What follows belongs to an exercise in optimizing a design on an open flow for small area and a short achievable clock period; a production flow would make more cautious choices.
Only simulation tests tie the RTL to the original design; equivalence was not proved.
No driver is modelled on the clock port, so clocking that relies on it looks cheaper here than on a real chip.
Power is estimated from default activity; no workload was simulated.

==> run a: inputs <==
// sync_fifo
module sync_fifo
(
input               clk,
input               rst_n,
input               wen,
input   [15:0]      data_in,
output              full,
input               ren,
output  [15:0]      data_out,
output              empty
);
clock: 3.5 ns
lec_check: 0
cap_margin: 20
core_margin: 2
core_utilization: 60
cts_cluster_diameter: 100
cts_cluster_size: 30
setup_slack_margin: 1.85
slew_margin: 20
standard.sh (not shown) runs the stock make flow with config.mk's settings and CLKGATE_MAP_FILE= SYNTH_SCRIPT=/design/flow/synth_recipe.tcl, a recipe that flattens the netlist after the stock synthesis.
==> flow/flow/run.sh <==
#!/bin/bash
# The standard layout (the standard.sh: standard synthesis, floorplan,
# placement, CTS, routing, finish) with one change, made by a hook at the end
# of the CTS step (post_cts.tcl):
# - the clock tree's upper levels are replaced by CLOCK_ROOTS buffers fed
#   straight from the clock port, each driving the nearest leaf buffers, so
#   the registers get their clock through two buffers, all at the same time;
set -euo pipefail
here=$(pwd)
export POST_CTS_TCL="$here/flow/post_cts.tcl"
export CLOCK_ROOTS=3
export EARLY_REGS="rd_oh* wr_hi* wr_lo*"
bash standard.sh > "$here/standard.log" 2>&1
==> flow/flow/post_cts.tcl <==
# Sourced by ORFS's cts.tcl (POST_CTS_TCL) after CTS and its timing repair.
# Replaces the clock tree's upper levels by CLOCK_ROOTS buffers fed straight
# from the clock port; each drives the leaf buffers nearest to it (k-means on
# the leaf buffers' positions). Then legalizes and repairs timing again.

proc restructure_clock {K} {
  set block [ord::get_db_block]
  set clknet [[$block findBTerm clk] getNet]
  set leaves {}
  set upper {}
  foreach inst [$block getInsts] {
    set n [$inst getName]
    if {[string match clkbuf_leaf_* $n]} {
      lappend leaves $inst
    } elseif {[string match clkbuf_* $n]} {
      lappend upper $inst
    }
  }
  set n [llength $leaves]
  if {$n < $K || [llength $upper] == 0} {
    puts "restructure_clock: $n leaf buffers, [llength $upper] upper buffers; tree left as it is"
    return
  }
  set pts {}
  foreach l $leaves {
    set b [$l getBBox]
    lappend pts [list [expr {([$b xMin] + [$b xMax]) / 2.0}] [expr {([$b yMin] + [$b yMax]) / 2.0}]]
  }
  # k-means, seeded by the leaves sorted by angle around their centre
  set cx 0.0; set cy 0.0
  foreach p $pts { set cx [expr {$cx + [lindex $p 0]}]; set cy [expr {$cy + [lindex $p 1]}] }
  set cx [expr {$cx / $n}]; set cy [expr {$cy / $n}]
  set ang {}
  foreach p $pts { lappend ang [list [expr {atan2([lindex $p 1] - $cy, [lindex $p 0] - $cx)}] $p] }
  set ang [lsort -real -index 0 $ang]
  set cents {}
  for {set k 0} {$k < $K} {incr k} { lappend cents [lindex [lindex $ang [expr {int(($k + 0.5) * $n / $K)}]] 1] }
  set asg {}
  for {set it 0} {$it < 100} {incr it} {
    set asg {}
    foreach p $pts {
      set best 0; set bd 1e30
      for {set k 0} {$k < $K} {incr k} {
        set c [lindex $cents $k]
        set d [expr {pow([lindex $p 0] - [lindex $c 0], 2) + pow([lindex $p 1] - [lindex $c 1], 2)}]
        if {$d < $bd} { set bd $d; set best $k }
      }
      lappend asg $best
    }
    set new {}
    for {set k 0} {$k < $K} {incr k} {
      set sx 0.0; set sy 0.0; set c 0
      foreach p $pts a $asg {
        if {$a == $k} { set sx [expr {$sx + [lindex $p 0]}]; set sy [expr {$sy + [lindex $p 1]}]; incr c }
      }
      if {$c > 0} { lappend new [list [expr {$sx / $c}] [expr {$sy / $c}]] } else { lappend new [lindex $cents $k] }
    }
    set cents $new
  }
  # every load of an upper-level buffer must be a buffer of the tree or a
  # dummy load; otherwise leave the tree as it is
  foreach u $upper {
    foreach it [[[$u findITerm X] getNet] getITerms] {
      set m [[$it getInst] getName]
      if {[$it getInst] ne $u && ![string match clkbuf_* $m] && ![string match clkload* $m]} {
        puts "restructure_clock: $m hangs on an upper level; tree left as it is"
        return
      }
    }
  }
  foreach u $upper {
    set onet [[$u findITerm X] getNet]
    foreach it [$onet getITerms] {
      set i [$it getInst]
      if {$i eq $u} continue
      if {[string match clkload* [$i getName]]} { odb::dbInst_destroy $i } else { $it disconnect }
    }
    odb::dbInst_destroy $u
    odb::dbNet_destroy $onet
  }
  set master [[ord::get_db] findMaster sky130_fd_sc_hd__clkbuf_16]
  for {set k 0} {$k < $K} {incr k} {
    set cnt 0
    foreach a $asg { if {$a == $k} { incr cnt } }
    if {$cnt == 0} continue
    set b [odb::dbInst_create $block $master clkroot_$k]
    set net [odb::dbNet_create $block clknet_root_$k]
    $net setSigType CLOCK
    [$b findITerm A] connect $clknet
    [$b findITerm X] connect $net
    set c [lindex $cents $k]
    $b setLocation [expr {int([lindex $c 0])}] [expr {int([lindex $c 1])}]
    $b setPlacementStatus PLACED
    foreach l $leaves a $asg { if {$a == $k} { [$l findITerm A] connect $net } }
    puts "restructure_clock: clkroot_$k drives $cnt leaf buffers"
  }
}


# Useful skew for the paths between registers: the registers whose names
# match EARLY_REGS (the FIFO pointers, which start the longest register-to-
# register paths and feed no output) get their clock from one buffer fed
# straight from the clock port, so it reaches them one buffer level earlier.
proc early_clock {patterns} {
  set block [ord::get_db_block]
  set clknet [[$block findBTerm clk] getNet]
  set sinks {}
  foreach inst [$block getInsts] {
    set n [$inst getName]
    foreach p $patterns {
      if {[string match $p $n]} {
        set ck [$inst findITerm CLK]
        if {$ck ne "NULL" && $ck ne ""} { lappend sinks $ck }
        break
      }
    }
  }
  if {[llength $sinks] == 0} { puts "early_clock: no registers match"; return }
  set sx 0.0; set sy 0.0
  foreach ck $sinks {
    set b [[$ck getInst] getBBox]
    set sx [expr {$sx + ([$b xMin] + [$b xMax]) / 2.0}]
    set sy [expr {$sy + ([$b yMin] + [$b yMax]) / 2.0}]
  }
  set n [llength $sinks]
  set master [[ord::get_db] findMaster sky130_fd_sc_hd__clkbuf_16]
  set b [odb::dbInst_create $block $master clkearly]
  set net [odb::dbNet_create $block clknet_early]
  $net setSigType CLOCK
  [$b findITerm A] connect $clknet
  [$b findITerm X] connect $net
  $b setLocation [expr {int($sx / $n)}] [expr {int($sy / $n)}]
  $b setPlacementStatus PLACED
  foreach ck $sinks { $ck disconnect; $ck connect $net }
  puts "early_clock: clkearly drives $n registers"
  # leaf buffers left without loads
  foreach inst [$block getInsts] {
    if {[string match clkbuf_leaf_* [$inst getName]]} {
      set onet [[$inst findITerm X] getNet]
      if {[llength [$onet getITerms]] <= 1} {
        [$inst findITerm A] disconnect
        odb::dbInst_destroy $inst
        odb::dbNet_destroy $onet
        puts "early_clock: removed an empty leaf buffer"
      }
    }
  }
}

restructure_clock $::env(CLOCK_ROOTS)
if {[info exists ::env(EARLY_REGS)]} { early_clock $::env(EARLY_REGS) }
detailed_placement
estimate_parasitics -placement
report_clock_latency -clock [all_clocks]
repair_timing_helper
detailed_placement
check_placement -verbose
estimate_parasitics -placement
report_clock_latency -clock [all_clocks]
puts "post_cts: setup WNS [worst_slack -max], hold WNS [worst_slack -min]"
==> run b (differences from run a) <==
==> flow/flow/run.sh (replaced) <==
#!/bin/bash
# The standard layout (the standard.sh: standard synthesis, floorplan,
# placement, CTS, routing, finish) with one change, made by a hook at the end
# of the CTS step (post_cts.tcl): the clock tree's upper levels are replaced by
# a few buffers fed straight from the clock port, each driving the nearest leaf
# buffers. Every register still gets its clock through two buffers, with the
# same arrival time for all of them; only the tree's depth shrinks.
set -euo pipefail
here=$(pwd)
export POST_CTS_TCL="$here/flow/post_cts.tcl"
export CLOCK_ROOTS=4
bash standard.sh > "$here/standard.log" 2>&1
--- a/flow/flow/post_cts.tcl
+++ b/flow/flow/post_cts.tcl
@@ -96,59 +96,7 @@
   }
 }
 
-
-# Useful skew for the paths between registers: the registers whose names
-# match EARLY_REGS (the FIFO pointers, which start the longest register-to-
-# register paths and feed no output) get their clock from one buffer fed
-# straight from the clock port, so it reaches them one buffer level earlier.
-proc early_clock {patterns} {
-  set block [ord::get_db_block]
-  set clknet [[$block findBTerm clk] getNet]
-  set sinks {}
-  foreach inst [$block getInsts] {
-    set n [$inst getName]
-    foreach p $patterns {
-      if {[string match $p $n]} {
-        set ck [$inst findITerm CLK]
-        if {$ck ne "NULL" && $ck ne ""} { lappend sinks $ck }
-        break
-      }
-    }
-  }
-  if {[llength $sinks] == 0} { puts "early_clock: no registers match"; return }
-  set sx 0.0; set sy 0.0
-  foreach ck $sinks {
-    set b [[$ck getInst] getBBox]
-    set sx [expr {$sx + ([$b xMin] + [$b xMax]) / 2.0}]
-    set sy [expr {$sy + ([$b yMin] + [$b yMax]) / 2.0}]
-  }
-  set n [llength $sinks]
-  set master [[ord::get_db] findMaster sky130_fd_sc_hd__clkbuf_16]
-  set b [odb::dbInst_create $block $master clkearly]
-  set net [odb::dbNet_create $block clknet_early]
-  $net setSigType CLOCK
-  [$b findITerm A] connect $clknet
-  [$b findITerm X] connect $net
-  $b setLocation [expr {int($sx / $n)}] [expr {int($sy / $n)}]
-  $b setPlacementStatus PLACED
-  foreach ck $sinks { $ck disconnect; $ck connect $net }
-  puts "early_clock: clkearly drives $n registers"
-  # leaf buffers left without loads
-  foreach inst [$block getInsts] {
-    if {[string match clkbuf_leaf_* [$inst getName]]} {
-      set onet [[$inst findITerm X] getNet]
-      if {[llength [$onet getITerms]] <= 1} {
-        [$inst findITerm A] disconnect
-        odb::dbInst_destroy $inst
-        odb::dbNet_destroy $onet
-        puts "early_clock: removed an empty leaf buffer"
-      }
-    }
-  }
-}
-
 restructure_clock $::env(CLOCK_ROOTS)
-if {[info exists ::env(EARLY_REGS)]} { early_clock $::env(EARLY_REGS) }
 detailed_placement
 estimate_parasitics -placement
 report_clock_latency -clock [all_clocks]
CORE_UTILIZATION = 55   (was 60)
CTS_CLUSTER_DIAMETER = 70   (was 100)
CTS_CLUSTER_SIZE = 20   (was 30)
SETUP_SLACK_MARGIN = 1.8   (was 1.85)
==> run c (differences from run a) <==
CORE_UTILIZATION = 55   (was 60)
SETUP_SLACK_MARGIN = 1.8   (was 1.85)
==> summary of the runs <==
- Die area is the same in run c and run b.
- Sequential power is about the same in run c and run b.
- Via count: run c < run b < run a.
- Synthesized area is the same in run c and run b.
- Worst hold slack: run a > run c > run b.
- Of run c and run b, run b has the higher critical path depth (gap 3).
- Between run a and run b, the lower global-route usage is in run b (gap 2.8 points).
- Between run b and run a, the lower clock power is in run a (gap 22%, measured against run a).
- First-iteration DRC count: run b is smaller than run a (10%).
==> figures <==
Tightest Hold Check Type: run b primary input to async pin; run c primary input to async pin; run a flip-flop to flip-flop
All-Layer GR Usage: run b 0.277; run c 0.276; run a 0.305
Finished Layout Cells: run b 959; run c 944; run a 925
Placed Area: run b 11700 um^2; run c 11700 um^2; run a 11700 um^2
Clk pin slew, worst setup/hold paths: run b 0.08 ns; run c 0.10 ns; run a 0.11 ns
Outcome: run b no timing/DRC/antenna violations; run c no timing/DRC/antenna violations; run a no timing/DRC/antenna violations
Delay of the slowest cell on the worst path: run b 0.61 ns; run c 0.41 ns; run a 0.43 ns
Number of global-route vias before repair: run b 6222; run c 6178; run a 6191
Worst Setup End Kind: run b flip-flop; run c primary output; run a primary output
Post-layout total power: run b 0.00611 W; run c 0.00571 W; run a 0.00574 W
Worst EP required: run b 3.55 ns; run c 2.80 ns; run a 2.80 ns
Maximum net fanout on the critical path: run b 12; run c 2; run a 1
Wire length of the first global-routing pass: run b 41.8 mm; run c 41.9 mm; run a 42.4 mm
Worst Hold Margin: run b 0.387 ns; run c 0.503 ns; run a 0.551 ns
Final-stage net count: run b 708; run c 693; run a 709
Fraction of standard cell area in multi-input logic: run b 0.162; run c 0.165; run a 0.163
Antenna violations before repair: run b 0; run c 0; run a 1
Least setup slack across all paths after layout: run b 1.84 ns; run c 1.85 ns; run a 1.88 ns
Seq area share: run b 0.708; run c 0.722; run a 0.710

static timing again, ports no longer ideal:
In the flow no input, the clock included, has a driving cell. The finished layouts below were timed again as built, in two steps. Step 1, drivers: a clkbuf_16 drives clk and a buf_2 each remaining input, both assumed. Step 2 also shifts input and output timing later by t, the mid clock arrival at the registers, as if the neighbouring blocks saw the same clock. a / b / c = ideal ports / drivers / drivers and shift; a / b = the first two.
| run | shift t [ns] | setup WS [ns] | worst hold slack (ns) | worst register clock-pin slew, ns |
|---|---|---|---|---|
| run a | 0.350 | 1.876 / 1.775 / 1.635 | 0.551 / 0.481 / 0.551 | 0.11 / 0.11 |
| run b | 0.403 | 1.837 / 1.750 / 1.586 | 0.387 / 0.310 / 0.564 | 0.08 / 0.08 |
| run c | 0.336 | 1.851 / 1.760 / 1.703 | 0.503 / 0.440 / 0.543 | 0.11 / 0.11 |
After both steps setup and hold are still met in every run listed. The setup slack of run b, which loses most, moves by -0.087 ns with the drivers and by -0.251 ns with both steps.
